Background: an optimization exercise with open tools, aiming at small area. Do not read the settings as production practice.
RTL that was checked went through simulation tests only; none was proved equivalent to the original.
For run 6, only the layout was checked, not whether the RTL still works.
In every run shown here, the design's own scripts or RTL, not TritonCTS, make the clock network.
The flow treats the clock pin as an ideal source. Dropping or thinning the clock tree relies on that and would not hold on a real chip.
Power figures rest on the tool's default switching activity, not on a simulated workload.

$ cat design.v
module Segment_Selector (
    input wire [3:0] input_bits,     
    input wire dash,                 
    output wire [6:0] segments       
    );
    localparam [15:0] SEG_A = 16'hd7ed;
    localparam [15:0] SEG_B = 16'h279f;
    localparam [15:0] SEG_C = 16'h2ffb;
    localparam [15:0] SEG_D = 16'h796d;
    localparam [15:0] SEG_E = 16'hfd45;
    localparam [15:0] SEG_F = 16'hdf71;
    localparam [15:0] SEG_G = 16'hef7c;
    wire [15:0] digit;
    genvar d;
    generate
        for (d = 0; d < 16; d = d + 1) begin : dec
            assign digit[d] = input_bits == d;
        end
    endgenerate
    wire [6:0] hex = {|(digit & SEG_G), |(digit & SEG_F), |(digit & SEG_E), |(digit & SEG_D),
                      |(digit & SEG_C), |(digit & SEG_B), |(digit & SEG_A)};
    wire [6:0] raw_logic = dash ? 7'b1000000 : hex;
    assign segments = ~raw_logic;    
endmodule
module uart_full_ssd_display (
    input clk,                   
    input rst,                   
    input wire uart_rxd,         
    output wire uart_txd,        
    output wire [6:0] segments,  
    output wire [3:0] dig_sel    
    );
    function [8:0] rx_step(input [8:0] s);
        rx_step = {s[7:0], ~(s[8] ^ s[3])};
    endfunction
    function [8:0] tx_step(input [8:0] s);
        tx_step = {s[7:0], ~(s[8] ^ s[4])};
    endfunction
    function [15:0] sel_step(input [15:0] s);
        sel_step = {s[14:0], ~(s[15] ^ s[11] ^ s[2] ^ s[0])};
    endfunction
    localparam [8:0]  RX_SEED  = 9'b000111000;
    localparam [8:0]  RX_HALF  = 9'b011100010;
    localparam [8:0]  RX_END   = 9'b011000010;
    localparam [8:0]  TX_SEED  = 9'b000000000;
    localparam [8:0]  TX_ONE   = 9'b000000001;
    localparam [8:0]  TX_END   = 9'b101101100;
    localparam [15:0] SEL_SEED = 16'b1001111100110101;
    localparam [15:0] SEL_END  = 16'b1111100111111111;
    localparam [4:0]  DONE_W   = 5'd23;
    localparam [15:0] DONE_SEL = 16'b1111100111111110;
    localparam [8:0]  TX_PRE   = 9'b100000000;       
    localparam [8:0]  M9  = 9'b010101010;
    localparam [15:0] M16 = 16'b0101010101010101;
    localparam P_D6    = 4'd6;
    localparam P_STOP  = 4'd8;
    localparam P_IDLE  = 4'd9;
    localparam P_JUST  = 4'd11;
    localparam P_START = 4'd15;
    reg        rxd_0, rxd_1;
    reg [3:0]  rp;
    reg [8:0]  rcx;
    wire [8:0] rc = rcx ^ M9;
    reg [7:0]  rd;
    wire r_hi    = rc[8:1] == RX_HALF[8:1];
    wire r_half  = (RX_HALF[8:1] == RX_END[8:1]) ? r_hi & (rc[0] == RX_HALF[0]) : rc == RX_HALF;
    wire r_end   = (RX_HALF[8:1] == RX_END[8:1]) ? r_hi & (rc[0] == RX_END[0])  : rc == RX_END;
    wire r_data  = ~rp[3];
    wire r_stop  = rp == P_STOP;
    wire r_idle  = rp[3] & ~rp[2] & rp[0];   
    wire r_just  = r_idle & rp[1];           
    wire r_valid = r_stop & r_half;
    always @(posedge clk) begin
        if (~rst) begin
            rxd_0 <= 1'b1;
            rxd_1 <= 1'b1;
        end else begin
            rxd_0 <= uart_rxd;
            rxd_1 <= rxd_0;
        end
    end
    always @(posedge clk) begin
        if (~rst) begin
            rp  <= P_IDLE;
            rcx <= RX_SEED ^ M9;
        end else if (r_idle) begin
            rcx <= RX_SEED ^ M9;
            rp  <= rxd_1 ? P_IDLE : P_START;
        end else if (r_valid) begin
            rp  <= P_JUST;
            rcx <= RX_SEED ^ M9;
        end else if (r_end) begin
            rp  <= rp + 4'd1;
            rcx <= RX_SEED ^ M9;
        end else begin
            rcx <= rx_step(rc) ^ M9;
        end
    end
    always @(posedge clk) begin
        if (r_data & r_half) rd <= {rxd_1, rd[7:1]};
    end
    reg [7:0] last_byte;
    always @(posedge clk) begin
        if (r_valid) last_byte <= rd;
    end
    reg [3:0] tp;
    reg [8:0] tcx;
    wire [8:0] tc = tcx ^ M9;
    wire t_data = ~tp[3];
    wire t_idle = tp == P_IDLE;
    wire t_stop = tp == P_STOP;
    wire t_end  = tc == TX_END;
    always @(posedge clk) begin
        if (~rst) begin
            tp  <= P_IDLE;
            tcx <= TX_SEED ^ M9;
        end else if (t_idle) begin
            if (r_just) tp <= P_START;
        end else if (t_end) begin
            tp  <= tp + 4'd1;
            tcx <= (t_stop ? TX_ONE : (tp == P_D6) ? TX_PRE : TX_SEED) ^ M9;
        end else begin
            tcx <= tx_step(tc) ^ M9;
        end
    end
    assign uart_txd = t_data ? last_byte[tp[2:0]] : ~tp[2];
    reg [15:0] selx;
    wire [15:0] sel = selx ^ M16;
    reg [4:0]  w;          
    reg        done;       
    reg        dash;
    reg [3:0]  input_bits;
    wire s_hi     = sel[15:1] == SEL_END[15:1];
    wire wrap     = (SEL_END[15:1] == DONE_SEL[15:1]) ? s_hi & (sel[0] == SEL_END[0])  : sel == SEL_END;
    wire done_sel = (SEL_END[15:1] == DONE_SEL[15:1]) ? s_hi & (sel[0] == DONE_SEL[0]) : sel == DONE_SEL;
    always @(posedge clk) begin
        if (~rst) begin
            selx <= SEL_SEED ^ M16;
            w    <= 5'd0;
            done <= 1'b0;
            dash <= 1'b1;
        end else begin
            selx <= (wrap ? SEL_SEED : sel_step(sel)) ^ M16;
            if (wrap) w <= w + 5'd1;
            if (w == DONE_W && done_sel) done <= 1'b1;
            if (done & r_valid) dash <= 1'b0;
        end
    end
    always @(posedge clk) begin
        if (wrap)
            input_bits <= dash ? 4'd0 : (w[0] ? last_byte[7:4] : last_byte[3:0]);
    end
    wire started = done | (|w);
    assign dig_sel = {started, started, w[0], started & ~w[0]};
    Segment_Selector ssd_display (
        .input_bits(input_bits),
        .dash(dash),
        .segments(segments)
    );
endmodule
$ cat flow/run.sh
#!/bin/bash
# The standard layout (standard.sh) with these changes, made through
# ORFS's own hooks and variables and one step between synthesis and floorplan:
# - after the standard synthesis, flow/resynth.tcl (Yosys + ABC) remaps the
#   combinational logic for area; the flip-flops keep their names and cells;
# - ports are buffered with the smallest buffer, buf_1 (BUFFER_PORTS_ARGS);
# - clock tree synthesis is replaced by flow/pre_cts.tcl: the clock port
#   drives four clkbuf_8, each driving a quarter of the flip-flops;
# - after clock tree synthesis, flow/post_cts.tcl replaces half adders that
#   have an output unused, swaps logic cells for the smallest drive strength
#   of the same function, and repairs slew and load.
# Logs: synth.log, comb_cells.log, resynth.log, standard_flow.log here, and
# ORFS's per-step logs under orfs/logs/.
set -euo pipefail
export BUFFER_PORTS_ARGS="-buffer_cell sky130_fd_sc_hd__buf_1"
export PRE_CTS_TCL="$PWD/flow/pre_cts.tcl"
export POST_CTS_TCL="$PWD/flow/post_cts.tcl"
export CLOCK_BUF_CELL=sky130_fd_sc_hd__clkbuf_8
export CLOCK_BUF_GROUPS=4

bash standard.sh synth > synth.log 2>&1

RES=orfs/results/$FLOW_PLATFORM/uart_full_ssd_display/base
export LIB=$FLOW_HOME/platforms/$FLOW_PLATFORM/lib/sky130_fd_sc_hd__tt_025C_1v80.lib
export NETLIST_IN=$RES/1_2_yosys.v.std
export NETLIST_OUT=$RES/1_2_yosys.v
DONT_USE=$(make -s -C "$FLOW_HOME" DESIGN_CONFIG="$PWD/config.mk" print-DONT_USE_CELLS 2>/dev/null | sed 's/^DONT_USE_CELLS[ :=]*//')
export ABC_DONT_USE=""
for c in $DONT_USE; do ABC_DONT_USE="$ABC_DONT_USE -dont_use $c"; done
python3 flow/comb_cells.py "$LIB" > comb_cells.v 2> comb_cells.log
cp $RES/1_2_yosys.v $NETLIST_IN
"$FLOW_HOME/../tools/install/yosys/bin/yosys" -c flow/resynth.tcl > resynth.log 2>&1
rm -f $RES/1_synth.odb $RES/1_synth.sdc

bash standard.sh > standard_flow.log 2>&1
$ cat flow/area.abc
strash
&get -n
&st
&dch
&nf -a -R 1000
&put
mfs3 -a
$ cat flow/comb_cells.py
#!/usr/bin/env python3
"""Write a Verilog module, with its boolean function, for every
combinational cell of a liberty file (cells with ff, latch or statetable
groups are skipped).  Usage: comb_cells.py LIB > comb_cells.v"""
import re
import sys

lib = open(sys.argv[1]).read()

def group_end(text, start):
    depth = 1
    i = start
    while depth > 0:
        if text[i] == '{':
            depth += 1
        elif text[i] == '}':
            depth -= 1
        i += 1
    return i

def expr(f):
    f = f.replace('!', '~').replace('+', '|').replace('*', '&')
    return re.sub(r'(\w)\s+(?=[\w(~])', r'\1 & ', f)

for m in re.finditer(r'\n\s*cell\s*\(\s*"?(\w+)"?\s*\)\s*\{', lib):
    body = lib[m.end():group_end(lib, m.end())]
    if re.search(r'\b(ff|latch|statetable)\s*\(', body):
        continue
    ins, outs = [], []
    for pm in re.finditer(r'\n\s*pin\s*\(\s*"?(\w+)"?\s*\)\s*\{', body):
        pb = body[pm.end():group_end(body, pm.end())]
        d = re.search(r'direction\s*:\s*"?(\w+)"?', pb)
        f = re.search(r'\bfunction\s*:\s*"([^"]*)"', pb)
        if d and d.group(1) == 'input':
            ins.append(pm.group(1))
        elif d and d.group(1) == 'output':
            outs.append((pm.group(1), f.group(1) if f else None))
    if not outs or any(f is None for _, f in outs):
        continue
    print("module %s(%s);" % (m.group(1), ", ".join(ins + [o for o, _ in outs])))
    for p in ins:
        print("  input %s;" % p)
    for o, f in outs:
        print("  output %s;\n  assign %s = %s;" % (o, o, expr(f)))
    print("endmodule")
$ cat flow/post_cts.tcl
# After clock tree synthesis:
# - a half adder (ha) with one output unused becomes the single gate for the
#   used output: and2 for the carry, xor2 for the sum;
# - every other logic cell is swapped for the smallest cell of the same
#   function (same name but the drive-strength suffix).
# Clock buffers and flip-flops are left alone.  Then any max-slew or
# max-capacitance violation is repaired and the placement legalized.
proc net_has_loads {net} {
  if {$net eq "NULL" || $net eq ""} { return 0 }
  if {[llength [$net getBTerms]] > 0} { return 1 }
  set n 0
  foreach it [$net getITerms] {
    if {[$it isInputSignal]} { incr n }
  }
  return [expr {$n > 0}]
}

proc split_half_adders {} {
  set db [ord::get_db]
  set block [ord::get_db_block]
  set n 0
  foreach inst [$block getInsts] {
    if {![string match "sky130_fd_sc_hd__ha_*" [[$inst getMaster] getName]]} { continue }
    set a [[$inst findITerm A] getNet]
    set b [[$inst findITerm B] getNet]
    set cout [[$inst findITerm COUT] getNet]
    set sum [[$inst findITerm SUM] getNet]
    set use_cout [net_has_loads $cout]
    set use_sum [net_has_loads $sum]
    if {$use_cout && $use_sum} { continue }
    if {$use_cout} {
      set cell sky130_fd_sc_hd__and2_1
      set out $cout
      set dead $sum
    } elseif {$use_sum} {
      set cell sky130_fd_sc_hd__xor2_1
      set out $sum
      set dead $cout
    } else {
      continue
    }
    set name [$inst getName]
    set loc [$inst getLocation]
    set orient [$inst getOrient]
    odb::dbInst_destroy $inst
    if {$dead ne "NULL" && $dead ne "" && [llength [$dead getITerms]] == 0 && [llength [$dead getBTerms]] == 0} {
      odb::dbNet_destroy $dead
    }
    set new [odb::dbInst_create $block [$db findMaster $cell] $name]
    $new setOrient $orient
    $new setLocation [lindex $loc 0] [lindex $loc 1]
    $new setPlacementStatus PLACED
    [$new findITerm A] connect $a
    [$new findITerm B] connect $b
    [$new findITerm X] connect $out
    incr n
  }
  puts "Replaced $n half adders with one output unused"
}

proc downsize_logic {} {
  set db [ord::get_db]
  set dont_use $::env(DONT_USE_CELLS)
  set n 0
  set saved 0.0
  foreach inst [[ord::get_db_block] getInsts] {
    set master [$inst getMaster]
    set name [$master getName]
    if {![regexp {^(sky130_fd_sc_hd__[a-z0-9]+)_([0-9]+)$} $name -> base size]} { continue }
    if {[regexp {clkbuf|clkinv|clkdly|df|tap|fill|decap|conb|probe} $base]} { continue }
    if {[$inst isFixed]} { continue }
    set area [expr {[$master getWidth] * [$master getHeight]}]
    set best $name
    set best_area $area
    foreach s {0 1 2 3 4 6 8 12 16} {
      set cand ${base}_$s
      if {[lsearch -exact $dont_use $cand] >= 0} { continue }
      set cm [$db findMaster $cand]
      if {$cm eq "NULL" || $cm eq ""} { continue }
      set ca [expr {[$cm getWidth] * [$cm getHeight]}]
      if {$ca < $best_area} {
        set best $cand
        set best_area $ca
      }
    }
    if {$best ne $name} {
      replace_cell [$inst getName] $best
      incr n
      set saved [expr {$saved + ($area - $best_area) / 1e6}]
    }
  }
  puts "Downsized $n cells, saving $saved um2"
}

split_half_adders
downsize_logic
estimate_parasitics -placement
repair_design
detailed_placement
check_placement -verbose
$ cat flow/pre_cts.tcl
# Replaces TritonCTS with a flat clock tree: the flip-flops are split into
# CLOCK_BUF_GROUPS groups of equal size by position (1; 2 = halves by x;
# 4 = halves by x, each split by y), and the clock port drives one
# CLOCK_BUF_CELL per group, placed at the group's centre, which drives the
# clock pins of that group.
rename clock_tree_synthesis __tritoncts
proc clock_tree_synthesis {args} {
  set bufcell $::env(CLOCK_BUF_CELL)
  set groups $::env(CLOCK_BUF_GROUPS)
  set dbu [[ord::get_db_block] getDbUnitsPerMicron]
  set pins {}
  foreach pin [get_pins -hierarchical */CLK] {
    set bb [[[sta::sta_to_db_pin $pin] getInst] getBBox]
    set x [expr {([$bb xMin] + [$bb xMax]) / 2.0 / $dbu}]
    set y [expr {([$bb yMin] + [$bb yMax]) / 2.0 / $dbu}]
    lappend pins [list $pin $x $y]
  }
  set byx [lsort -real -index 1 $pins]
  set half [expr {[llength $byx] / 2}]
  if {$groups == 1} {
    set parts [list $byx]
  } elseif {$groups == 2} {
    set parts [list [lrange $byx 0 [expr {$half - 1}]] [lrange $byx $half end]]
  } else {
    set parts {}
    foreach h [list [lrange $byx 0 [expr {$half - 1}]] [lrange $byx $half end]] {
      set byy [lsort -real -index 2 $h]
      set q [expr {[llength $byy] / 2}]
      lappend parts [lrange $byy 0 [expr {$q - 1}]] [lrange $byy $q end]
    }
  }
  set k 0
  foreach part $parts {
    set sx 0
    set sy 0
    set plist {}
    foreach p $part {
      lassign $p pin x y
      set sx [expr {$sx + $x}]
      set sy [expr {$sy + $y}]
      lappend plist $pin
    }
    set n [llength $plist]
    set cx [expr {$sx / $n}]
    set cy [expr {$sy / $n}]
    puts "Clock buffer $k: $bufcell at $cx $cy driving $n clock pins"
    insert_buffer -buffer_cell $bufcell -net clk -load_pins $plist -location [list $cx $cy] -buffer_name clkbuf_$k -net_name clk_$k
    incr k
  }
}
$ cat flow/resynth.tcl
yosys -import
# Resynthesize the standard synthesis's combinational logic for area.  The
# flip-flop cells stay as they are (blackboxes, names and types kept); every
# other cell is replaced by its boolean function, and ABC maps the logic
# between flip-flops and ports again with flow/area.abc.
read_liberty -lib $::env(LIB)
read_verilog -overwrite comb_cells.v
read_verilog $::env(NETLIST_IN)
hierarchy -top $::env(FLOW_TOP)
flatten
techmap
opt -purge
abc -liberty $::env(LIB) {*}$::env(ABC_DONT_USE) -script flow/area.abc
# Cells are blackboxes again, so that check can see their pin directions.
read_liberty -lib -overwrite $::env(LIB)
opt_clean -purge
hilomap -singleton -hicell sky130_fd_sc_hd__conb_1 HI -locell sky130_fd_sc_hd__conb_1 LO
insbuf -buf sky130_fd_sc_hd__buf_4 A X
opt_clean -purge
check -assert
tee -o resynth_stat.txt stat -liberty $::env(LIB)
write_verilog -noexpr -noattr -nohex $::env(NETLIST_OUT)
$ cat standard.sh
#!/bin/bash
# synth_recipe.tcl (not shown) runs the flow's synth.tcl, then flattens the netlist and writes it again
# the make line also repeats each setting of config.mk as NAME=value (left out here)
make -C /OpenROAD-flow-scripts/flow DESIGN_CONFIG=/design/flow/config.mk WORK_HOME=/design/flow/orfs CLKGATE_MAP_FILE= SYNTH_SCRIPT=/design/flow/synth_recipe.tcl "${@:-finish}"
$ cat config.mk
export PLATFORM = sky130hd
export DESIGN_NAME = uart_full_ssd_display
export DESIGN_NICKNAME = uart_full_ssd_display
export VERILOG_FILES = /design/flow/design.v
export SDC_FILE = /design/flow/constraint.sdc
export NUM_CORES = 4
export LEC_CHECK = 0
export CAP_MARGIN = 20
export CORE_MARGIN = 2
export CORE_UTILIZATION = 40
export SLEW_MARGIN = 20
$ cat constraint.sdc
create_clock -name core_clock -period 20.0 [get_ports {clk}]
set_input_delay 4.0000 -clock core_clock [delete_from_list [all_inputs] [get_ports {clk}]]
set_output_delay 4.0000 -clock core_clock [all_outputs]
set_load 0.01 [all_outputs]
==> run notes, run 1 <==
Worst-path clk slew - 0.11 ns
element type at the critical path end - primary output
initial core utilization - 0.408
drt pass-1 iters - 4
Power Dens Cells - 74.3 nW/um2
clock latency at the later pin of the worst-skew pair - 0.16 ns
actual slew at the worst max-slew pin - 0.896 ns
GPL Wtd Cong - 0.810
Die ar. - 7530 um2
crit path max fanout - 11
outcome - complete, no violations
startpoint class of the critical path - flop
PortBufs - 14
TNS Setup - 0 ns
final hold vios - 0
syn nets - 280
Ports - 15
maximum vdd ir drop - 0.0374 mV
row count - 30
Tcrit/Tclk final - 0.278
wire length of the first global-routing pass - 7310 um
slowest CP cell - edfxtp_1
vias in the first global route - 1,660
Core Util, Final - 0.427
Mean Syn Cell Area - 9.90 um2
largest net degree at the start of global routing - 21
minimum clock period after layout - 5.56 ns
DRT antenna net count - 0
final non-filler cell total - 364
Multi-input gate area - 1020 um2
fillers - 646
fraction of layout cells with a size suffix above 1 - 0.0176
mapped cell area - 2740 um2
Min-Delay Path Class - reg2reg
Gate Count Post-Synth - 277
leakage - 0.978 nW
Die X - 86.8 um
antenna cells - 0
worst setup path class - reg2out
Worst EP required - 16.00 ns
Area growth syn-to-layout - 4.75%
final setup fails - 0
critical path cell sequence - nor2b_1 > a21oi_1 > a31oi_1 > nor2_1 > o21ai_0 > buf_1
fin nets - 289
FMAX - 0.180 GHz
HPWL after DPL - 3110 um
Residual DRC - 0
vias post-DR - 1,889
DRT iter0 DRCs - 73
Avg WL per Cell - 12.0 um
dpl cells - 360
Routed WL - 4370 um
Global Route Usage Sum - 0.113
initial antenna violation count - 0
Die Y - 86.8 um
Yosys warning count - 1
register area - 1620 um2
Max Cap Viol - 0
RSZ-0062 raised after global routing - false
arrival time worst endpoint - 1.56 ns
gr ovfl total - 0
Clock Skews - 0.00738 ns
Relative slew margins - 0.396
CP max stage delay - 0.54 ns
Via density - 5.19
Core ar. - 6720 um2
Slew Limit Fails - 0
[power by group]
part / internal, mW / switching (mW) / leakage [nW]
sequential: 0.151 / 0.00302 / 0.588
clock: 0.0186 / 0.0330 / 0.0288
combinational: 0.00347 / 0.00439 / 0.361
total: 0.173 / 0.0404 / 0.978
[critical path: cells and delay by family, from the launching register on]
| kind | cells | cell delay [ns] |
|---|---|---|
| and+or+nand+nor | 2 | 0.37 |
| DFF | 1 | 0.54 |
| AOI/OAI and AO/OA | 3 | 0.34 |
| buffers and inverters | 1 | 0.17 |
[metal layers]
metal,part of all wire,GRT usage,up-vias
met4,0.013,0.0142,0
met2,0.45,0.194,29
li1,-,-,988
met3,0.038,0.0133,4
met5,0,0,-
met1,0.50,0.159,868
[layout make-up, without the clock buffers]
| cell class | instances | area share |
|---|---|---|
| well taps | 80 | 0.0349 |
| flip-flops and latches | 71 | 0.565 |
| multi-input cells | 190 | 0.356 |
| inverters | 5 | 0.00654 |
| repair buffers | 14 | 0.0183 |
[flip-flops by register name, summed over array words and instances (netlist names)]
| register | flops |
|---|---|
| dash | 1 |
| done | 1 |
| input_bits | 4 |
| last_byte | 8 |
| rcx | 9 |
| rd | 8 |
| rp | 4 |
| rxd_0 | 1 |
| rxd_1 | 1 |
| selx | 16 |
| tcx | 9 |
| tp | 4 |
| w | 5 |
[metrics by stage]
stage | setup slack [ns] | hold slack (ns) | area (um2) | total power, mW
floorplan | 14.84 | 0.353 | 2740 | 0.163
detailed placement | 14.31 | 0.368 | 2810 | 0.165
finish | 14.44 | 0.397 | 2870 | 0.213
global placement | 14.37 | 0.366 | 2810 | 0.165
global route | 14.28 | 0.414 | 2870 | 0.223
[placed cells by master (no fill, tap or decap), drive strengths merged, types with 2 or more instances in the layout]
cell,n
dfxtp,51
nor2,46
nand2,34
edfxtp,20
a21oi,17
buf,14
o21ai,12
nand3,11
nor3,8
nand2b,7
a211oi,6
xnor2,6
nand4b,5
clkinv,5
mux2i,4
a31oi,4
clkbuf,4
nor2b,3
nor4,3
and3,2
or2,2
or3,2
a22oi,2
xor2,2
a311oi,2
[final timing paths]
path                            slack (ns)           from           to  cells after the start
worst max register to register       17.27          tp[0]        tp[2]                      8
worst min-delay path                  0.40        selx[5]      selx[6]                      1
worst max-delay path                 14.44  input_bits[0]  segments[0]                      6
worst min register to register        0.40        selx[5]      selx[6]                      1
==> inputs of run 2 (changes only) <==
==> flow/run.sh (replaced) <==
#!/bin/bash
# The standard layout (standard.sh) with these changes, made through
# ORFS's own hooks and variables and one step between synthesis and floorplan:
# - after the standard synthesis, flow/resynth.tcl (Yosys + ABC) remaps the
#   combinational logic for area; the flip-flops keep their names and cells.
#   ABC runs flow/area.abc.in with four random seeds and the smallest
#   result is kept;
# - ports are buffered with the smallest buffer, buf_1 (BUFFER_PORTS_ARGS);
# - clock tree synthesis is replaced by flow/pre_cts.tcl: the clock port
#   drives four clkbuf_8, each driving a quarter of the flip-flops;
# - after clock tree synthesis, flow/post_cts.tcl replaces half adders that
#   have an output unused, swaps logic cells for the smallest drive strength
#   of the same function, and repairs slew and load.
# Logs: synth.log, comb_cells.log, resynth_<seed>.log, standard_flow.log
# here, and ORFS's per-step logs under orfs/logs/.
set -euo pipefail
export BUFFER_PORTS_ARGS="-buffer_cell sky130_fd_sc_hd__buf_1"
export PRE_CTS_TCL="$PWD/flow/pre_cts.tcl"
export POST_CTS_TCL="$PWD/flow/post_cts.tcl"
export CLOCK_BUF_CELL=sky130_fd_sc_hd__clkbuf_8
export CLOCK_BUF_GROUPS=4

bash standard.sh synth > synth.log 2>&1

RES=orfs/results/$FLOW_PLATFORM/uart_full_ssd_display/base
export LIB=$FLOW_HOME/platforms/$FLOW_PLATFORM/lib/sky130_fd_sc_hd__tt_025C_1v80.lib
export NETLIST_IN=$RES/1_2_yosys.v.std
DONT_USE=$(make -s -C "$FLOW_HOME" DESIGN_CONFIG="$PWD/config.mk" print-DONT_USE_CELLS 2>/dev/null | sed 's/^DONT_USE_CELLS[ :=]*//')
export ABC_DONT_USE=""
for c in $DONT_USE; do ABC_DONT_USE="$ABC_DONT_USE -dont_use $c"; done
python3 flow/comb_cells.py "$LIB" > comb_cells.v 2> comb_cells.log
cp $RES/1_2_yosys.v $NETLIST_IN
YOSYS="$FLOW_HOME/../tools/install/yosys/bin/yosys"

for s in 1 2 3 4; do
  sed "s/SEED/$s/" flow/area.abc.in > area_$s.abc
  ABC_SCRIPT="$PWD/area_$s.abc" NETLIST_OUT=resynth_$s.v STAT_OUT=resynth_stat_$s.txt \
    "$YOSYS" -c flow/resynth.tcl > resynth_$s.log 2>&1 &
done
wait
best=""
best_area=""
for s in 1 2 3 4; do
  a=$(sed -n "s/.*Chip area for module .*: \([0-9.]*\).*/\1/p" resynth_stat_$s.txt 2>/dev/null | tail -n 1)
  [ -n "$a" ] && [ -s resynth_$s.v ] || continue
  if [ -z "$best" ] || python3 -c "import sys; sys.exit(0 if $a < $best_area else 1)"; then
    best=$s
    best_area=$a
  fi
done
echo "resynthesis: seed $best, area $best_area" > resynth_choice.log
cp resynth_$best.v $RES/1_2_yosys.v
rm -f $RES/1_synth.odb $RES/1_synth.sdc

bash standard.sh > standard_flow.log 2>&1
==> flow/area.abc.in (new file) <==
strash
&get -n
&deepsyn -T 60 -S SEED
&put
strash
&get -n
&st
&nf -a -R 1000
&put
mfs3 -a
==> flow/resynth.tcl (replaced) <==
yosys -import
# Resynthesize the standard synthesis's combinational logic for area.  The
# flip-flop cells stay as they are (blackboxes, names and types kept); every
# other cell is replaced by its boolean function, and ABC maps the logic
# between flip-flops and ports again with the script $ABC_SCRIPT.
read_liberty -lib $::env(LIB)
read_verilog -overwrite comb_cells.v
read_verilog $::env(NETLIST_IN)
hierarchy -top $::env(FLOW_TOP)
flatten
techmap
opt -purge
abc -liberty $::env(LIB) {*}$::env(ABC_DONT_USE) -script $::env(ABC_SCRIPT)
# Cells are blackboxes again, so that check can see their pin directions.
read_liberty -lib -overwrite $::env(LIB)
opt_clean -purge
hilomap -singleton -hicell sky130_fd_sc_hd__conb_1 HI -locell sky130_fd_sc_hd__conb_1 LO
insbuf -buf sky130_fd_sc_hd__buf_4 A X
opt_clean -purge
check -assert
tee -o $::env(STAT_OUT) stat -liberty $::env(LIB)
write_verilog -noexpr -noattr -nohex $::env(NETLIST_OUT)
removed: flow/area.abc
==> run 2 against run 1 <==
Effect of this change: still clean; clock skew grew 0.0020 ns; combinational power up about 10%; synthesized area fell by 2.6%; sequential share of layout area increased by 1.3 points; sequential power barely moved; largest cell class unchanged.
==> run notes, run 2 <==
GPL Wtd Cong - 0.795 (-1.8%)
initial core utilization - 0.418 (+0.0101)
DRT antenna net count - 0 (unchanged)
element type at the critical path end - primary output
worst setup path class - reg2out
Die X - 85.7 um (-1.3%)
Worst-path clk slew - 0.10 ns (about the same)
fin nets - 272 (-5.9%)
max reg flops - 16 (unchanged)
syn nets - 260 (-7.1%)
Die Y - 85.7 um (-1.3%)
fraction of layout cells with a size suffix above 1 - 0.0300 (+0.0124)
Residual DRC - 0 (unchanged)
startpoint class of the critical path - flop
clock latency at the later pin of the worst-skew pair - 0.16 ns (about the same)
most common cell after layout, fill and taps aside - dfxtp_1
TNS Setup - 0 ns (unchanged)
Mean Syn Cell Area - 10.4 um2 (+5.0%)
arrival time worst endpoint - 1.93 ns (+0.37 ns)
most flop-heavy register - selx
vias post-DR - 1,796 (-4.9%)
Global Route Usage Sum - 0.120 (+0.00690)
wire length of the first global-routing pass - 7640 um (+4.5%)
row count - 29 (-3.3%)
WHS - 0.388 ns (-0.00913 ns)
Clock Skews - 0.00939 ns (+0.00201 ns)
FMAX - 0.169 GHz (-6.2%)
Routed WL - 4250 um (-2.8%)
final hold vios - 0 (unchanged)
Avg WL per Cell - 12.4 um (+2.9%)
maximum vdd ir drop - 0.0497 mV (+33%)
HPWL after DPL - 3060 um (-1.9%)
outcome - complete, no violations
actual slew at the worst max-slew pin - 0.889 ns (-0.00693 ns)
antenna cells - 0 (unchanged)
mapped cell area - 2670 um2 (-2.6%)
Regs by FF count - selx x16, rcx x9, tcx x9
Ports - 15 (unchanged)
drt pass-1 iters - 4 (unchanged)
final non-filler cell total - 344 (-5.5%)
Area growth syn-to-layout - 5.20%
Power Dens Cells - 76.1 nW/um2 (+2.5%)
dpl cells - 340 (-5.6%)
Yosys warning count - 1 (unchanged)
Tcrit/Tclk final - 0.296 (+0.0182)
Die ar. - 7340 um2 (-2.5%)
DRT iter0 DRCs - 65 (-11%)
fillers - 605 (-6.3%)
minimum clock period after layout - 5.93 ns (+0.365 ns)
Slew Limit Fails - 0 (unchanged)
leakage - 0.954 nW (-2.5%)
Worst EP required - 16.00 ns (about the same)
Gate Count Post-Synth - 257 (-7.2%)
crit path max fanout - 6 (-5)
RSZ-0062 raised after global routing - false
Relative slew margins - 0.401 (+0.00467)
most frequent cells in the layout - 51 x dfxtp_1, 34 x nand2_1, 30 x nor2_1, 20 x edfxtp_1, 18 x o21ai_0
largest net degree at the start of global routing - 26 (+24%)
gr ovfl total - 0 (unchanged)
final setup fails - 0 (unchanged)
PortBufs - 14 (unchanged)
Min-Delay Path Class - reg2reg
Max Cap Viol - 0 (unchanged)
initial antenna violation count - 0 (unchanged)
vias in the first global route - 1,707 (+2.8%)
Via density - 5.22 (+0.60%)
Core ar. - 6390 um2 (-5.0%)
## run 2: per-layer routing
layer | share of wire | wire length (um) | GRT usage
met3 | 0.033 | 140 | 0.00962
met2 | 0.44 | 1880 | 0.210
met1 | 0.50 | 2140 | 0.162
met4 | 0.019 | 82 | 0.0332
met5 | 0 | 0 | 0
## run 2: final cells by class, without the clock buffers
cell class / instances / area (um2) / share of cell area
multi-input cells: 170 / 952 / 0.339
flip-flops and latches: 71 / 1620 / 0.577
repair buffers: 17 / 65.1 / 0.0232
well taps: 77 / 96.3 / 0.0343
inverters: 5 / 18.8 / 0.00668
## run 2: final timing paths
path / from / endpoint / slack, ns / cells after the start
max: input_bits[2] / segments[1] / 14.07 / 7
min: selx[8] / selx[9] / 0.39 / 1
max reg2reg: rcx[7] / last_byte[5] / 17.76 / 6
min reg2reg: selx[8] / selx[9] / 0.39 / 1
## run 2: through the flow
stage          utilization  area, um2  setup WS [ns]  total power, mW
6_report             0.440       2810          14.07            0.214
2_1_floorplan            -       2670          14.51            0.162
3_3_place_gp         0.432       2760          14.41            0.165
3_5_place_dp         0.432       2760          14.29            0.165
5_1_grt              0.440       2810          13.85            0.223
## run 2: worst max-delay path, stage by stage (launching register included)
cell,delay (ns)
edfxtp_1,0.49
xnor2_1,0.19
a21oi_1,0.10
a211oi_1,0.27
o21ai_0,0.18
o21ai_0,0.25
o21a_1,0.16
buf_1,0.14
## run 2: power breakdown
| group | internal, mW | switching, mW |
|---|---|---|
| registers | 0.151 | 0.00274 |
| clock network | 0.0186 | 0.0332 |
| logic | 0.00372 | 0.00493 |
| total | 0.173 | 0.0409 |
==> inputs of run 3 (changes only) <==
--- a/design.v
+++ b/design.v
@@ -55,9 +55,13 @@
     localparam P_D6    = 4'd6;
     localparam P_STOP  = 4'd8;
     localparam P_IDLE  = 4'd9;
-    localparam P_JUST  = 4'd11;
     localparam P_START = 4'd15;
-    reg        rxd_0, rxd_1;
+    localparam R_IDLE  = 4'b1011;
+    localparam R_J1    = 4'b1100;
+    localparam R_J2    = 4'b1010;
+    localparam R_J3    = 4'b1001;
+    localparam R_S2    = 4'b1110;
+    localparam R_S3    = 4'b1101;
     reg [3:0]  rp;
     reg [8:0]  rcx;
     wire [8:0] rc = rcx ^ M9;
@@ -66,38 +70,55 @@
     wire r_half  = (RX_HALF[8:1] == RX_END[8:1]) ? r_hi & (rc[0] == RX_HALF[0]) : rc == RX_HALF;
     wire r_end   = (RX_HALF[8:1] == RX_END[8:1]) ? r_hi & (rc[0] == RX_END[0])  : rc == RX_END;
     wire r_data  = ~rp[3];
-    wire r_stop  = rp == P_STOP;
-    wire r_idle  = rp[3] & ~rp[2] & rp[0];   
-    wire r_just  = r_idle & rp[1];           
-    wire r_valid = r_stop & r_half;
+    wire r_valid = rp == R_J2 || rp == R_S2;     
+    wire r_just  = rp == R_J3 || rp == R_S3;     
     always @(posedge clk) begin
         if (~rst) begin
-            rxd_0 <= 1'b1;
-            rxd_1 <= 1'b1;
+            rp  <= R_IDLE;
+            rcx <= RX_SEED ^ M9;
         end else begin
-            rxd_0 <= uart_rxd;
-            rxd_1 <= rxd_0;
+            case (rp)
+                R_IDLE, R_J3: begin
+                    rcx <= RX_SEED ^ M9;
+                    rp  <= uart_rxd ? R_IDLE : P_START;
+                end
+                R_J1: begin
+                    rcx <= RX_SEED ^ M9;
+                    rp  <= uart_rxd ? R_J2 : R_S2;
+                end
+                R_J2: begin
+                    rcx <= RX_SEED ^ M9;
+                    rp  <= uart_rxd ? R_J3 : R_S3;
+                end
+                R_S2: begin
+                    rcx <= rx_step(rc) ^ M9;
+                    rp  <= R_S3;
+                end
+                R_S3: begin
+                    rcx <= rx_step(rc) ^ M9;
+                    rp  <= P_START;
+                end
+                P_STOP: begin
+                    if (r_half) begin
+                        rcx <= RX_SEED ^ M9;
+                        rp  <= R_J1;
+                    end else begin
+                        rcx <= rx_step(rc) ^ M9;
+                    end
+                end
+                default: begin           
+                    if (r_end) begin
+                        rcx <= RX_SEED ^ M9;
+                        rp  <= rp + 4'd1;
+                    end else begin
+                        rcx <= rx_step(rc) ^ M9;
+                    end
+                end
+            endcase
         end
     end
     always @(posedge clk) begin
-        if (~rst) begin
-            rp  <= P_IDLE;
-            rcx <= RX_SEED ^ M9;
-        end else if (r_idle) begin
-            rcx <= RX_SEED ^ M9;
-            rp  <= rxd_1 ? P_IDLE : P_START;
-        end else if (r_valid) begin
-            rp  <= P_JUST;
-            rcx <= RX_SEED ^ M9;
-        end else if (r_end) begin
-            rp  <= rp + 4'd1;
-            rcx <= RX_SEED ^ M9;
-        end else begin
-            rcx <= rx_step(rc) ^ M9;
-        end
-    end
-    always @(posedge clk) begin
-        if (r_data & r_half) rd <= {rxd_1, rd[7:1]};
+        if (r_data & r_half) rd <= {uart_rxd, rd[7:1]};
     end
     reg [7:0] last_byte;
     always @(posedge clk) begin
--- a/flow/run.sh
+++ b/flow/run.sh
@@ -3,8 +3,8 @@
 # ORFS's own hooks and variables and one step between synthesis and floorplan:
 # - after the standard synthesis, flow/resynth.tcl (Yosys + ABC) remaps the
 #   combinational logic for area; the flip-flops keep their names and cells.
-#   ABC runs flow/area.abc.in with four random seeds and the smallest
-#   result is kept;
+#   ABC runs flow/area.abc.in with four random seeds, and flow/area_base.abc
+#   (no random search) as a fallback; the smallest result is kept;
 # - ports are buffered with the smallest buffer, buf_1 (BUFFER_PORTS_ARGS);
 # - clock tree synthesis is replaced by flow/pre_cts.tcl: the clock port
 #   drives four clkbuf_8, each driving a quarter of the flip-flops;
@@ -32,23 +32,27 @@
 cp $RES/1_2_yosys.v $NETLIST_IN
 YOSYS="$FLOW_HOME/../tools/install/yosys/bin/yosys"
 
+cp flow/area_base.abc area_0.abc
 for s in 1 2 3 4; do
   sed "s/SEED/$s/" flow/area.abc.in > area_$s.abc
+done
+for s in 0 1 2 3 4; do
   ABC_SCRIPT="$PWD/area_$s.abc" NETLIST_OUT=resynth_$s.v STAT_OUT=resynth_stat_$s.txt \
     "$YOSYS" -c flow/resynth.tcl > resynth_$s.log 2>&1 &
 done
 wait
 best=""
 best_area=""
-for s in 1 2 3 4; do
-  a=$(sed -n "s/.*Chip area for module .*: \([0-9.]*\).*/\1/p" resynth_stat_$s.txt 2>/dev/null | tail -n 1)
+for s in 0 1 2 3 4; do
+  a=$(sed -n "s/.*Chip area for module .*: \([0-9.]*\).*/\1/p" resynth_stat_$s.txt 2>/dev/null | tail -n 1 || true)
   [ -n "$a" ] && [ -s resynth_$s.v ] || continue
   if [ -z "$best" ] || python3 -c "import sys; sys.exit(0 if $a < $best_area else 1)"; then
     best=$s
     best_area=$a
   fi
 done
-echo "resynthesis: seed $best, area $best_area" > resynth_choice.log
+echo "resynthesis: run $best, area $best_area" > resynth_choice.log
+[ -n "$best" ]
 cp resynth_$best.v $RES/1_2_yosys.v
 rm -f $RES/1_synth.odb $RES/1_synth.sdc
 
==> flow/area_base.abc (new file) <==
strash
&get -n
&st
&dch
&nf -a -R 1000
&put
mfs3 -a
==> run 3 against run 2 <==
Effect of this change: sequential cell count shrank 2; final cell count grew 2.6%; global-route usage grew 0.54 points; via count grew 0.95%; total power grew 2.2%; critical endpoint is now segments[6]; largest cell class unchanged.
==> run notes, run 3 <==
NetSw - 0.0453 mW (+11%)
maximum vdd ir drop - 0.0494 mV (-0.46%)
Overall Power - 0.218 mW (+2.2%)
final instance area - 2780 um2 (-1.2%)
drt pass-1 iters - 4 (unchanged)
met1 Usage GRT - 0.187 (+0.0257)
Die ar. - 7290 um2 (-0.71%)
leakage - 0.937 nW (-1.7%)
Clock power frac - 0.238 (-0.004)
initial antenna violation count - 0 (unchanged)
vias in the first global route - 1,719 (+0.70%)
hold depth - 1 (unchanged)
max reg flops - 16 (unchanged)
Via density - 5.14 (-1.6%)
crit path max fanout - 5 (-1)
fin nets - 281 (+3.3%)
Worst EP required - 16.00 ns (about the same)
Tcrit/Tclk final - 0.292 (-0.00433)
DRT iter0 DRCs - 93 (+43%)
Clock Skews - 0.00804 ns (-0.00135 ns)
Hold Path End - selx[9]
row count - 29 (unchanged)
Int Pwr - 0.173 mW (+0.13%)
outcome - complete, no violations
met2 usage - 0.208 (-0.00142)
Regs by FF count - selx x16, rcx x9, tcx x9
worst flop-to-flop path endpoint - rcx[4]
clock latency at the later pin of the worst-skew pair - 0.16 ns (about the same)
wire length of the first global-routing pass - 7850 um (+2.8%)
mapped cell area - 2650 um2 (-0.75%)
element type at the critical path end - primary output
critical path cell sequence - nor2b_1 > xnor2_1 > nand2_1 > a21oi_1 > nand3_1 > nor2_1 > buf_1
RSZ-0062 raised after global routing - false
HPWL after DPL - 3280 um (+7.4%)
FMAX - 0.171 GHz (+1.5%)
final hold vios - 0 (unchanged)
startpoint class of the critical path - flop
Min-Delay Path Class - reg2reg
WHS - 0.389 ns (+0.000903 ns)
reg2reg start - rcx[1]
worst setup path class - reg2out
most frequent cells in the layout - 49 x dfxtp_1, 37 x nand2_1, 36 x nor2_1, 20 x edfxtp_1, 18 x a21oi_1
Area growth syn-to-layout - 4.77%
initial core utilization - 0.415 (-0.00313)
R2R setup slack - 17.72 ns (-0.04 ns)
TNS Setup - 0 ns (unchanged)
Avg WL per Cell - 12.8 um (+3.2%)
Routed WL - 4500 um (+5.9%)
CP max stage delay - 0.45 ns (-0.04 ns)
actual slew at the worst max-slew pin - 0.908 ns (+0.0191 ns)
gr ovfl total - 0 (unchanged)
Ports - 15 (unchanged)
Flop pwr share - 0.700 (-0.017)
arrival time worst endpoint - 1.84 ns (-0.09 ns)
Max Cap Viol - 0 (unchanged)
Comb power frac - 0.062 (+0.022)
busiest grt layer - met2
final setup fails - 0 (unchanged)
Core ar. - 6390 um2 (unchanged)
fraction of layout cells with a size suffix above 1 - 0.0181 (-0.0118)
DRT antenna net count - 0 (unchanged)
met3 Track Usage GR - 0.0107 (+0.00108)
largest net degree at the start of global routing - 19 (-27%)
Placed Area - 2720 um2 (-1.4%)
Die Y - 85.4 um (-0.36%)
Worst-path clk slew - 0.10 ns (about the same)
Yosys warning count - 1 (unchanged)
minimum clock period after layout - 5.84 ns (-0.0866 ns)
Die X - 85.4 um (-0.36%)
vias post-DR - 1,813 (+0.95%)
GPL Wtd Cong - 0.728 (-8.3%)
syn nets - 272 (+4.6%)
Sw Ratio - 0.207 (+0.0161)
Mean Syn Cell Area - 9.85 um2 (-5.2%)
Power Dens Cells - 78.7 nW/um2 (+3.4%)
antenna cells - 0 (unchanged)
Gate Count Post-Synth - 269 (+4.7%)
most flop-heavy register - selx
Relative slew margins - 0.388 (-0.0129)
slowest CP cell - edfxtp_1
Slew Limit Fails - 0 (unchanged)
Global Route Usage Sum - 0.126 (+0.00535)
Hold Path Origin - selx[8]
Residual DRC - 0 (unchanged)
worst reg-to-reg path cell count - 10 (+4)
most common cell after layout, fill and taps aside - dfxtp_1
PortBufs - 14 (unchanged)
[run 3: changes by cell type in the layout (fill, tap and decap cells not counted), moves of 3 or more]
cell	before	now
nor2_1	30	36
nand3_1	3	8
clkinv_1	5	8
nand2_1	34	37
[run 3: worst max-delay path: cells and delay by family, from the launching register on]
kind,cells,cell delay [ns]
AND/OR/NAND/NOR,4,0.67
flip-flops,1,0.45
AO/OA/AOI/OAI,1,0.22
XOR/XNOR,1,0.19
buffers and inverters,1,0.15
[run 3: per-layer routing]
layer  vias to the layer above  share of wire
met5                         -              0
met4                         0         0.0098
met3                         4          0.034
met2                        23           0.44
met1                       842           0.51
li1                        944              -
[run 3: power groups by stage]
stage / sequential (mW) / combinational (mW) / clock, mW
6_report: 0.153 / 0.0136 / 0.0519
3_3_place_gp: 0.156 / 0.0136 / 0
2_1_floorplan: 0.155 / 0.0110 / 0
3_5_place_dp: 0.156 / 0.0136 / 0
5_1_grt: 0.154 / 0.0162 / 0.0600
[run 3: layout make-up, without the clock buffers]
cell class / instances / area [um2]
fillers: 650 / 3610
inverters: 8 / 30.0
multi-input cells: 181 / 961
flip-flops and latches: 69 / 1580
well taps: 77 / 96.3
repair buffers: 14 / 52.6
[run 3: worst max path at each step]
stage,startpoint,endpoint
global route,input_bits[1],segments[6]
floorplan,input_bits[2],segments[6]
global placement,rst,tcx[7]
detailed placement,rst,tcx[7]
finish,input_bits[1],segments[6]
[run 3: stage by stage]
stage | util | std cells | setup slack (ns)
after global routing | 0.435 | 353 | 13.98
after global placement | 0.425 | 349 | 14.11
after floorplan | - | 269 | 14.58
after detailed placement | 0.426 | 349 | 14.01
final | 0.435 | 353 | 14.16
==> inputs of run 4 (changes only) <==
--- a/design.v
+++ b/design.v
@@ -56,22 +56,26 @@
     localparam P_STOP  = 4'd8;
     localparam P_IDLE  = 4'd9;
     localparam P_START = 4'd15;
+    localparam R_HALF  = 4'b0000;
+    localparam R_P8    = 4'b1000;
     localparam R_IDLE  = 4'b1011;
     localparam R_J1    = 4'b1100;
     localparam R_J2    = 4'b1010;
     localparam R_J3    = 4'b1001;
     localparam R_S2    = 4'b1110;
     localparam R_S3    = 4'b1101;
+    localparam R_START = 4'b1111;
     reg [3:0]  rp;
     reg [8:0]  rcx;
     wire [8:0] rc = rcx ^ M9;
-    reg [7:0]  rd;
-    wire r_hi    = rc[8:1] == RX_HALF[8:1];
-    wire r_half  = (RX_HALF[8:1] == RX_END[8:1]) ? r_hi & (rc[0] == RX_HALF[0]) : rc == RX_HALF;
-    wire r_end   = (RX_HALF[8:1] == RX_END[8:1]) ? r_hi & (rc[0] == RX_END[0])  : rc == RX_END;
-    wire r_data  = ~rp[3];
+    reg [7:0]  rb;
+    wire r_half  = rc == RX_HALF;
+    wire r_end   = rc == RX_END;
+    wire r_shift = (rp == R_HALF) ? r_half : (~rp[3] & r_end);    
     wire r_valid = rp == R_J2 || rp == R_S2;     
     wire r_just  = rp == R_J3 || rp == R_S3;     
+    wire r_whole = rp == R_IDLE || rp == R_START || rp == R_HALF || rp == R_J3 || rp == R_S3;
+    wire [2:0] r_shifted = rp[3] ? 3'd0 : rp[2:0];     
     always @(posedge clk) begin
         if (~rst) begin
             rp  <= R_IDLE;
@@ -80,7 +84,7 @@
             case (rp)
                 R_IDLE, R_J3: begin
                     rcx <= RX_SEED ^ M9;
-                    rp  <= uart_rxd ? R_IDLE : P_START;
+                    rp  <= uart_rxd ? R_IDLE : R_START;
                 end
                 R_J1: begin
                     rcx <= RX_SEED ^ M9;
@@ -96,10 +100,18 @@
                 end
                 R_S3: begin
                     rcx <= rx_step(rc) ^ M9;
-                    rp  <= P_START;
+                    rp  <= R_START;
                 end
-                P_STOP: begin
+                R_HALF: begin
                     if (r_half) begin
+                        rcx <= RX_SEED ^ M9;
+                        rp  <= rp + 4'd1;
+                    end else begin
+                        rcx <= rx_step(rc) ^ M9;
+                    end
+                end
+                R_P8: begin
+                    if (r_end) begin
                         rcx <= RX_SEED ^ M9;
                         rp  <= R_J1;
                     end else begin
@@ -118,19 +130,17 @@
         end
     end
     always @(posedge clk) begin
-        if (r_data & r_half) rd <= {uart_rxd, rd[7:1]};
-    end
-    reg [7:0] last_byte;
-    always @(posedge clk) begin
-        if (r_valid) last_byte <= rd;
+        if (r_shift) rb <= {uart_rxd, rb[7:1]};
     end
     reg [3:0] tp;
     reg [8:0] tcx;
     wire [8:0] tc = tcx ^ M9;
+    reg       tb;
     wire t_data = ~tp[3];
     wire t_idle = tp == P_IDLE;
     wire t_stop = tp == P_STOP;
     wire t_end  = tc == TX_END;
+    wire [3:0] t_next = tp + 4'd1;
     always @(posedge clk) begin
         if (~rst) begin
             tp  <= P_IDLE;
@@ -138,19 +148,23 @@
         end else if (t_idle) begin
             if (r_just) tp <= P_START;
         end else if (t_end) begin
-            tp  <= tp + 4'd1;
+            tp  <= t_next;
             tcx <= (t_stop ? TX_ONE : (tp == P_D6) ? TX_PRE : TX_SEED) ^ M9;
         end else begin
             tcx <= tx_step(tc) ^ M9;
         end
     end
-    assign uart_txd = t_data ? last_byte[tp[2:0]] : ~tp[2];
+    always @(posedge clk) begin
+        if (t_end & ~t_next[3]) tb <= rb[t_next[2:0] - r_shifted];
+    end
+    assign uart_txd = t_data ? tb : ~tp[2];
     reg [15:0] selx;
     wire [15:0] sel = selx ^ M16;
     reg [4:0]  w;          
     reg        done;       
     reg        dash;
     reg [3:0]  input_bits;
+    reg [3:0]  saved;      
     wire s_hi     = sel[15:1] == SEL_END[15:1];
     wire wrap     = (SEL_END[15:1] == DONE_SEL[15:1]) ? s_hi & (sel[0] == SEL_END[0])  : sel == SEL_END;
     wire done_sel = (SEL_END[15:1] == DONE_SEL[15:1]) ? s_hi & (sel[0] == DONE_SEL[0]) : sel == DONE_SEL;
@@ -167,9 +181,13 @@
             if (done & r_valid) dash <= 1'b0;
         end
     end
+    wire [3:0] rb_nibble = w[0] ? rb[7:4] : rb[3:0];
+    always @(posedge clk) begin
+        if (r_whole) saved <= rb_nibble;
+    end
     always @(posedge clk) begin
         if (wrap)
-            input_bits <= dash ? 4'd0 : (w[0] ? last_byte[7:4] : last_byte[3:0]);
+            input_bits <= dash ? 4'd0 : (r_whole ? rb_nibble : saved);
     end
     wire started = done | (|w);
     assign dig_sel = {started, started, w[0], started & ~w[0]};
==> run 4 against run 3 <==
Effect of this change: still clean; sequential power decreased by 7%; maximum frequency decreased by 6.8%; sequential share of layout area decreased by 4.4 points; synthesized area decreased by 0.57%; clock skew increased by 0.0021 ns; setup slack got worse by 0.43 ns; total power decreased by 9.0%; design area decreased by 0.59%; register-to-register slack got worse by 0.37 ns; critical endpoint is now segments[2]; largest power group unchanged; highest routed layer unchanged.
==> run notes, run 4 <==
outcome - complete, no violations
Via density - 5.16 (+0.50%)
actual slew at the worst max-slew pin - 0.875 ns (-0.0334 ns)
Avg WL per Cell - 12.3 um (-3.5%)
Multi-input gate area - 1060 um2 (+10%)
FMAX - 0.160 GHz (-6.8%)
max reg flops - 16 (unchanged)
fin nets - 293 (+4.3%)
Hold Path Origin - selx[8]
Mean Syn Cell Area - 9.41 um2 (-4.5%)
syn nets - 283 (+4.0%)
arrival time worst endpoint - 2.27 ns (+0.43 ns)
PortBufs - 14 (unchanged)
most flop-heavy register - selx
Sw Ratio - 0.192 (-0.0156)
Yosys warning count - 1 (unchanged)
Clock Skews - 0.0101 ns (+0.00209 ns)
TNS Setup - 0 ns (unchanged)
critical path cell sequence - clkinv_1 > o21a_1 > a2111oi_0 > o21ai_0 > o21ai_0 > o41ai_1 > buf_1
NetSw - 0.0381 mW (-16%)
R2R setup slack - 17.35 ns (-0.37 ns)
most common cell after layout, fill and taps aside - dfxtp_1
Area growth syn-to-layout - 4.75% (about the same)
final hold vios - 0 (unchanged)
DRT iter0 DRCs - 146 (+57%)
CP max stage delay - 0.70 ns (+0.25 ns)
worst setup path class - reg2out
Core Util, Final - 0.435 (about the same)
Overall Power - 0.199 mW (-9.0%)
reg2reg start - rp[3]
cell repeated most along the worst path - o21ai_0
element type at the critical path end - primary output
Flop pwr share - 0.713 (+0.013)
Max Cap Viol - 0 (unchanged)
Ports - 15 (unchanged)
gr ovfl total - 0 (unchanged)
worst reg-to-reg path cell count - 10 (unchanged)
Die ar. - 7250 um2 (-0.54%)
leakage - 0.985 nW (+5.1%)
row count - 29 (unchanged)
fraction of layout cells with a size suffix above 1 - 0.0139 (-0.00423)
crit path max fanout - 5 (unchanged)
GPL Wtd Cong - 0.818 (+12%)
Int Pwr - 0.161 mW (-7.2%)
hold depth - 1 (unchanged)
Power Dens Cells - 72.0 nW/um2 (-8.4%)
most frequent cells in the layout - 53 x dfxtp_1, 41 x nor2_1, 31 x nand2_1, 19 x o21ai_0, 15 x buf_1
initial core utilization - 0.415 (about the same)
register area - 1450 um2 (-8.2%)
wire length of the first global-routing pass - 7910 um (+0.79%)
Relative slew margins - 0.417 (+0.0287)
Die X - 85.2 um (-0.27%)
mapped cell area - 2640 um2 (-0.57%)
fillers - 608 (-6.5%)
initial antenna violation count - 0 (unchanged)
Worst-path clk slew - 0.09 ns (about the same)
Die Y - 85.2 um (-0.27%)
drt pass-1 iters - 4 (unchanged)
Tcrit/Tclk final - 0.313 (+0.0213)
Residual DRC - 0 (unchanged)
Regs by FF count - selx x16, rcx x9, tcx x9
Gate Count Post-Synth - 280 (+4.1%)
Global Route Usage Sum - 0.125 (-0.000793)
Core ar. - 6350 um2 (-0.57%)
vias post-DR - 1,884 (+3.9%)
startpoint class of the critical path - flop
worst flop-to-flop path endpoint - tb
RSZ-0062 raised after global routing - false
Slew Limit Fails - 0 (unchanged)
clock latency at the later pin of the worst-skew pair - 0.16 ns (about the same)
Clock power frac - 0.250 (+0.012)
Routed WL - 4490 um (-0.27%)
largest net degree at the start of global routing - 23 (+4)
Min-Delay Path Class - reg2reg
Comb power frac - 0.037 (-0.025)
minimum clock period after layout - 6.27 ns (+0.427 ns)
Worst EP required - 16.00 ns (about the same)
vias in the first global route - 1,815 (+5.6%)
Hold Path End - selx[9]
final setup fails - 0 (unchanged)
slowest CP cell - a2111oi_0
antenna cells - 0 (unchanged)
HPWL after DPL - 3310 um (+1.0%)
DRT antenna net count - 0 (unchanged)
maximum vdd ir drop - 0.0525 mV (+6.2%)
-- run 4: cell type report, without the clock buffers --
class	instances	share of cell area
Inverter	11	0.0150
Multi-Input combinational cell	192	0.384
Sequential cell	66	0.526
Tap cell	77	0.0349
Timing Repair Buffer	15	0.0204
-- run 4: worst max path at each step --
stage	startpoint	endpoint	slack [ns]	depth (start not counted)
after floorplan	input_bits[1]	segments[2]	14.25	7
after global placement	input_bits[1]	segments[2]	14.13	7
after detailed placement	input_bits[1]	segments[2]	14.00	7
after global routing	input_bits[1]	segments[2]	13.35	7
final	input_bits[1]	segments[2]	13.73	7
-- run 4: worst max-delay path: cells and delay by family (launching register included) --
kind | cells | cell delay [ns]
compound gates | 5 | 1.45
buf+inv | 2 | 0.24
flops | 1 | 0.42
-- run 4: power by group through the flow --
| stage | Clock [mW] | Combinational, mW | Sequential, mW |
|---|---|---|---|
| 2_1_floorplan | 0 | 0.00556 | 0.144 |
| 3_3_place_gp | 0 | 0.00712 | 0.145 |
| 3_5_place_dp | 0 | 0.00727 | 0.145 |
| 5_1_grt | 0.0555 | 0.00842 | 0.142 |
| 6_report | 0.0497 | 0.00730 | 0.142 |
-- run 4: per-stage QoR --
stage | setup WS (ns) | hold slack [ns] | instance area [um2] | cells
after global routing | 13.35 | 0.405 | 2760 | 365
final | 13.73 | 0.391 | 2760 | 365
after global placement | 14.13 | 0.366 | 2710 | 361
after floorplan | 14.25 | 0.358 | 2640 | 280
after detailed placement | 14.00 | 0.370 | 2710 | 361
-- run 4: routing by layer --
metal | vias to the layer above | track usage | wire, um
met2 | 24 | 0.218 | 2050
met3 | 4 | 0.00973 | 104
li1 | 994 | - | -
met4 | 0 | 0.0245 | 52
met1 | 862 | 0.171 | 2290
met5 | - | 0 | 0
==> inputs of run 5 (changes only) <==
--- a/flow/run.sh
+++ b/flow/run.sh
@@ -3,8 +3,9 @@
 # ORFS's own hooks and variables and one step between synthesis and floorplan:
 # - after the standard synthesis, flow/resynth.tcl (Yosys + ABC) remaps the
 #   combinational logic for area; the flip-flops keep their names and cells.
-#   ABC runs flow/area.abc.in with four random seeds, and flow/area_base.abc
-#   (no random search) as a fallback; the smallest result is kept;
+#   ABC runs flow/area.abc.in with eight random seeds (four at a time), and
+#   flow/area_base.abc (no random search) as a fallback; the smallest result
+#   is kept;
 # - ports are buffered with the smallest buffer, buf_1 (BUFFER_PORTS_ARGS);
 # - clock tree synthesis is replaced by flow/pre_cts.tcl: the clock port
 #   drives four clkbuf_8, each driving a quarter of the flip-flops;
@@ -33,17 +34,19 @@
 YOSYS="$FLOW_HOME/../tools/install/yosys/bin/yosys"
 
 cp flow/area_base.abc area_0.abc
-for s in 1 2 3 4; do
+for s in 1 2 3 4 5 6 7 8; do
   sed "s/SEED/$s/" flow/area.abc.in > area_$s.abc
 done
-for s in 0 1 2 3 4; do
-  ABC_SCRIPT="$PWD/area_$s.abc" NETLIST_OUT=resynth_$s.v STAT_OUT=resynth_stat_$s.txt \
-    "$YOSYS" -c flow/resynth.tcl > resynth_$s.log 2>&1 &
+for wave in "0 1 2 3 4" "5 6 7 8"; do
+  for s in $wave; do
+    ABC_SCRIPT="$PWD/area_$s.abc" NETLIST_OUT=resynth_$s.v STAT_OUT=resynth_stat_$s.txt \
+      "$YOSYS" -c flow/resynth.tcl > resynth_$s.log 2>&1 &
+  done
+  wait
 done
-wait
 best=""
 best_area=""
-for s in 0 1 2 3 4; do
+for s in 0 1 2 3 4 5 6 7 8; do
   a=$(sed -n "s/.*Chip area for module .*: \([0-9.]*\).*/\1/p" resynth_stat_$s.txt 2>/dev/null | tail -n 1 || true)
   [ -n "$a" ] && [ -s resynth_$s.v ] || continue
   if [ -z "$best" ] || python3 -c "import sys; sys.exit(0 if $a < $best_area else 1)"; then
==> run 5 against run 4 <==
Effect of this change: critical path depth unchanged; sequential share of layout area unchanged; clock power about the same; synthesized area unchanged; core utilization unchanged; critical endpoint unchanged; largest power group unchanged.
==> run notes, run 5 <==
outcome - complete, no violations
max reg flops - 16 (unchanged)
FMAX - 0.160 GHz (unchanged)
Core Util, Final - 0.435 (unchanged)
Relative slew margins - 0.417 (unchanged)
maximum vdd ir drop - 0.0525 mV (unchanged)
critical path cell sequence - clkinv_1 > o21a_1 > a2111oi_0 > o21ai_0 > o21ai_0 > o41ai_1 > buf_1
row count - 29 (unchanged)
vias in the first global route - 1,815 (unchanged)
Area growth syn-to-layout - 4.75% (unchanged)
Die X - 85.2 um (unchanged)
mapped cell area - 2640 um2 (unchanged)
crit path max fanout - 5 (unchanged)
Clock Skews - 0.0101 ns (unchanged)
slowest CP cell - a2111oi_0
met1 Usage GRT - 0.171 (unchanged)
met2 usage - 0.218 (unchanged)
most common cell after layout, fill and taps aside - dfxtp_1
startpoint class of the critical path - flop
syn nets - 283 (unchanged)
Power Dens Cells - 72.0 nW/um2 (unchanged)
Die Y - 85.2 um (unchanged)
Max Cap Viol - 0 (unchanged)
Clock power frac - 0.250 (about the same)
leakage - 0.985 nW (unchanged)
R2R setup slack - 17.35 ns (about the same)
Gate Count Post-Synth - 280 (unchanged)
Die ar. - 7250 um2 (unchanged)
Overall Power - 0.199 mW (unchanged)
Global Route Usage Sum - 0.125 (unchanged)
worst flop-to-flop path endpoint - tb
Residual DRC - 0 (unchanged)
NetSw - 0.0381 mW (unchanged)
Routed WL - 4490 um (unchanged)
cell repeated most along the worst path - o21ai_0
Int Pwr - 0.161 mW (unchanged)
arrival time worst endpoint - 2.27 ns (about the same)
Worst EP required - 16.00 ns (about the same)
dpl cells - 361 (unchanged)
Flop pwr share - 0.713 (about the same)
Worst-path clk slew - 0.09 ns (about the same)
final non-filler cell total - 365 (unchanged)
Yosys warning count - 1 (unchanged)
element type at the critical path end - primary output
gr ovfl total - 0 (unchanged)
fraction of layout cells with a size suffix above 1 - 0.0139 (unchanged)
Avg WL per Cell - 12.3 um (unchanged)
RSZ-0062 raised after global routing - false
Regs by FF count - selx x16, rcx x9, tcx x9
CP startpoint - input_bits[1]
Core ar. - 6350 um2 (unchanged)
reg2reg start - rp[3]
Tcrit/Tclk final - 0.313 (unchanged)
vias post-DR - 1,884 (unchanged)
busiest grt layer - met2
fillers - 608 (unchanged)
PnR worst setup slack - 13.73 ns (unchanged)
final setup fails - 0 (unchanged)
Slew Limit Fails - 0 (unchanged)
GPL Wtd Cong - 0.818 (unchanged)
dpl ws - 14.00 ns (unchanged)
most frequent cells in the layout - 53 x dfxtp_1, 41 x nor2_1, 31 x nand2_1, 19 x o21ai_0, 15 x buf_1
PortBufs - 14 (unchanged)
CP max stage delay - 0.70 ns (about the same)
most flop-heavy register - selx
largest net degree at the start of global routing - 23 (unchanged)
CP endpoint - segments[2]
clock latency at the later pin of the worst-skew pair - 0.16 ns (about the same)
wire length of the first global-routing pass - 7910 um (unchanged)
Sw Ratio - 0.192 (unchanged)
DRT antenna net count - 0 (unchanged)
Min-Delay Path Class - reg2reg
worst reg-to-reg path cell count - 10 (unchanged)
HPWL after DPL - 3310 um (unchanged)
Ports - 15 (unchanged)
DRT iter0 DRCs - 146 (unchanged)
Via density - 5.16 (unchanged)
Mean Syn Cell Area - 9.41 um2 (unchanged)
minimum clock period after layout - 6.27 ns (unchanged)
drt pass-1 iters - 4 (unchanged)
initial antenna violation count - 0 (unchanged)
antenna cells - 0 (unchanged)
initial core utilization - 0.415 (unchanged)
met3 Track Usage GR - 0.00973 (unchanged)
actual slew at the worst max-slew pin - 0.875 ns (unchanged)
worst setup path class - reg2out
TNS Setup - 0 ns (unchanged)
final hold vios - 0 (unchanged)
fin nets - 293 (unchanged)
Comb power frac - 0.037 (about the same)
[run 5: critical path, delay by kind of cell, from the launching register on]
family	cells	cell delay (ns)
buffers and inverters	2	0.24
AOI/OAI and AO/OA	5	1.45
DFF	1	0.42
[run 5: layout make-up, without the clock buffers]
class                   instances  area (um2)  share of cell area
multi-input cells             192        1060               0.384
well taps                      77        96.3              0.0349
repair buffers                 15        56.3              0.0204
inverters                      11        41.3              0.0150
flip-flops and latches         66        1450               0.526
[run 5: how the worst min path moves through the flow]
stage / from / end / cells after the start
3_5_place_dp: selx[10] / selx[11] / 1
2_1_floorplan: selx[8] / selx[9] / 1
5_1_grt: selx[4] / selx[5] / 1
3_3_place_gp: selx[10] / selx[11] / 1
6_report: selx[8] / selx[9] / 1
[run 5: metrics by stage]
| stage | instance area (um2) | hold WS (ns) |
|---|---|---|
| finish | 2760 | 0.391 |
| global route | 2760 | 0.405 |
| detailed placement | 2710 | 0.370 |
| global placement | 2710 | 0.366 |
| floorplan | 2640 | 0.358 |
[run 5: layer usage]
| layer | vias up | wire, um |
|---|---|---|
| met4 | 0 | 52 |
| met5 | - | 0 |
| met1 | 862 | 2290 |
| met3 | 4 | 104 |
| li1 | 994 | - |
| met2 | 24 | 2050 |
[run 5: power groups by stage]
stage / Combinational (mW) / Sequential [mW] / Clock [mW]
global route: 0.00842 / 0.142 / 0.0555
detailed placement: 0.00727 / 0.145 / 0
global placement: 0.00712 / 0.145 / 0
finish: 0.00730 / 0.142 / 0.0497
floorplan: 0.00556 / 0.144 / 0
==> inputs of run 6 (changes only) <==
--- a/design.v
+++ b/design.v
@@ -183,11 +183,11 @@
     end
     wire [3:0] rb_nibble = w[0] ? rb[7:4] : rb[3:0];
     always @(posedge clk) begin
-        if (r_whole) saved <= rb_nibble;
+        if (r_whole | r_valid) saved <= rb_nibble;
     end
     always @(posedge clk) begin
         if (wrap)
-            input_bits <= dash ? 4'd0 : (r_whole ? rb_nibble : saved);
+            input_bits <= dash ? 4'd0 : saved;
     end
     wire started = done | (|w);
     assign dig_sel = {started, started, w[0], started & ~w[0]};
==> run 6 against run 5 <==
Effect of this change: hold slack got worse by 0.0010 ns; combinational power grew 100%; critical path depth down 2; critical path type is now in2reg; critical endpoint is now rcx[5]; largest power group unchanged.
==> run notes, run 6 <==
outcome - complete, no violations
most common cell after layout, fill and taps aside - dfxtp_1
Die ar. - 7340 um2 (+1.3%)
Die Y - 85.7 um (+0.63%)
critical path cell sequence - buf_1 > clkinv_1 > or3_1 > or2_0 > nor2_1
HPWL after DPL - 3460 um (+4.3%)
Min-Delay Path Class - reg2reg
NetSw - 0.0451 mW (+18%)
Worst EP required - 20.10 ns (+4.10 ns)
mapped cell area - 2670 um2 (+1.3%)
arrival time worst endpoint - 6.11 ns (+3.84 ns)
Flop pwr share - 0.690 (-0.023)
Yosys warning count - 1 (unchanged)
leakage - 0.986 nW (+0.13%)
wire length of the first global-routing pass - 7970 um (+0.69%)
Core ar. - 6390 um2 (+0.57%)
Routed WL - 4730 um (+5.3%)
worst reg-to-reg path cell count - 6 (-4)
crit path max fanout - 19 (+14)
Slew Limit Fails - 0 (unchanged)
Power Dens Cells - 75.2 nW/um2 (+4.4%)
drt pass-1 iters - 4 (unchanged)
largest net degree at the start of global routing - 20 (-13%)
GPL Wtd Cong - 0.760 (-7.0%)
slowest CP cell - buf_1
Clock Skews - 0.0130 ns (+0.00283 ns)
row count - 29 (unchanged)
Via density - 5.17 (+0.14%)
TNS Setup - 0 ns (unchanged)
CP max stage delay - 0.63 ns (-0.07 ns)
Global Route Usage Sum - 0.128 (+0.00279)
minimum clock period after layout - 6.01 ns (-0.262 ns)
Die X - 85.7 um (+0.63%)
hold depth - 1 (unchanged)
actual slew at the worst max-slew pin - 0.867 ns (-0.00801 ns)
Regs by FF count - selx x16, rcx x9, tcx x9
Max Cap Viol - 0 (unchanged)
Ports - 15 (unchanged)
RSZ-0062 raised after global routing - false
Worst-path clk slew - 0.10 ns (about the same)
initial core utilization - 0.418 (+0.00313)
maximum vdd ir drop - 0.0403 mV (-23%)
DRT iter0 DRCs - 82 (-44%)
most frequent cells in the layout - 49 x dfxtp_1, 37 x nor2_1, 34 x nand2_1, 25 x o21ai_0, 19 x a21oi_1
Residual DRC - 0 (unchanged)
fillers - 613 (+0.82%)
Core Util, Final - 0.439 (+0.00419)
DRT antenna net count - 0 (unchanged)
vias post-DR - 1,897 (+0.69%)
antenna cells - 0 (unchanged)
final hold vios - 0 (unchanged)
clock latency at the later pin of the worst-skew pair - 0.16 ns (about the same)
final setup fails - 0 (unchanged)
most flop-heavy register - selx
element type at the critical path end - flop
startpoint class of the critical path - input pin
vias in the first global route - 1,674 (-7.8%)
fin nets - 295 (+0.68%)
PortBufs - 14 (unchanged)
FMAX - 0.166 GHz (+4.4%)
fraction of layout cells with a size suffix above 1 - 0.0138 (-0.0000958)
gr ovfl total - 0 (unchanged)
initial antenna violation count - 0 (unchanged)
Clock power frac - 0.240 (-0.010)
Tcrit/Tclk final - 0.300 (-0.0131)
Avg WL per Cell - 12.9 um (+4.8%)
Sw Ratio - 0.214 (+0.0224)
Relative slew margins - 0.422 (+0.00534)
Comb power frac - 0.070 (+0.033)
max reg flops - 16 (unchanged)
syn nets - 283 (unchanged)
Mean Syn Cell Area - 9.54 um2 (+1.3%)
Area growth syn-to-layout - 4.97%
worst setup path class - in2reg
Int Pwr - 0.166 mW (+3.0%)
Gate Count Post-Synth - 280 (unchanged)
-- run 6: layer usage --
metal  track usage  vias up  wire length [um]
li1              -     1000                 -
met1         0.194      881              2480
met2         0.203       13              2120
met3        0.0125        3                82
met4        0.0159        0                51
met5             0        -                 0
-- run 6: stage by stage --
stage | hold WS, ns | cell area (um2) | std cells | worst slack [ns] | power, mW
final | 0.390 | 2800 | 367 | 13.99 | 0.211
after global routing | 0.408 | 2800 | 367 | 13.84 | 0.220
after detailed placement | 0.367 | 2760 | 363 | 13.83 | 0.163
after global placement | 0.369 | 2760 | 363 | 13.88 | 0.163
after floorplan | 0.353 | 2670 | 280 | 14.73 | 0.159
-- run 6: cell type report, without the clock buffers --
cell class,instances,area (um2),area share
multi-input cells,196,1070,0.382
flip-flops and latches,66,1490,0.532
inverters,7,26.3,0.00937
repair buffers,17,63.8,0.0228
well taps,77,96.3,0.0344
-- run 6: power by group through the flow --
stage	Clock (mW)	Sequential, mW	Combinational (mW)
after floorplan	0	0.147	0.0117
after global placement	0	0.148	0.0146
after detailed placement	0	0.148	0.0149
after global routing	0.0569	0.146	0.0170
final	0.0506	0.145	0.0148
-- run 6: final timing paths --
| kind | startpoint | endpoint | slack (ns) |
|---|---|---|---|
| worst max-delay path | rst | rcx[5] | 13.99 |
| worst min-delay path | selx[10] | selx[11] | 0.39 |
| worst max register to register | rp[1] | rcx[5] | 17.45 |
| worst min register to register | selx[10] | selx[11] | 0.39 |
-- run 6: worst max-delay path: cells and delay by family --
family,cells,cell delay (ns)
buffers and inverters,2,1.12
and+or+nand+nor,3,0.98
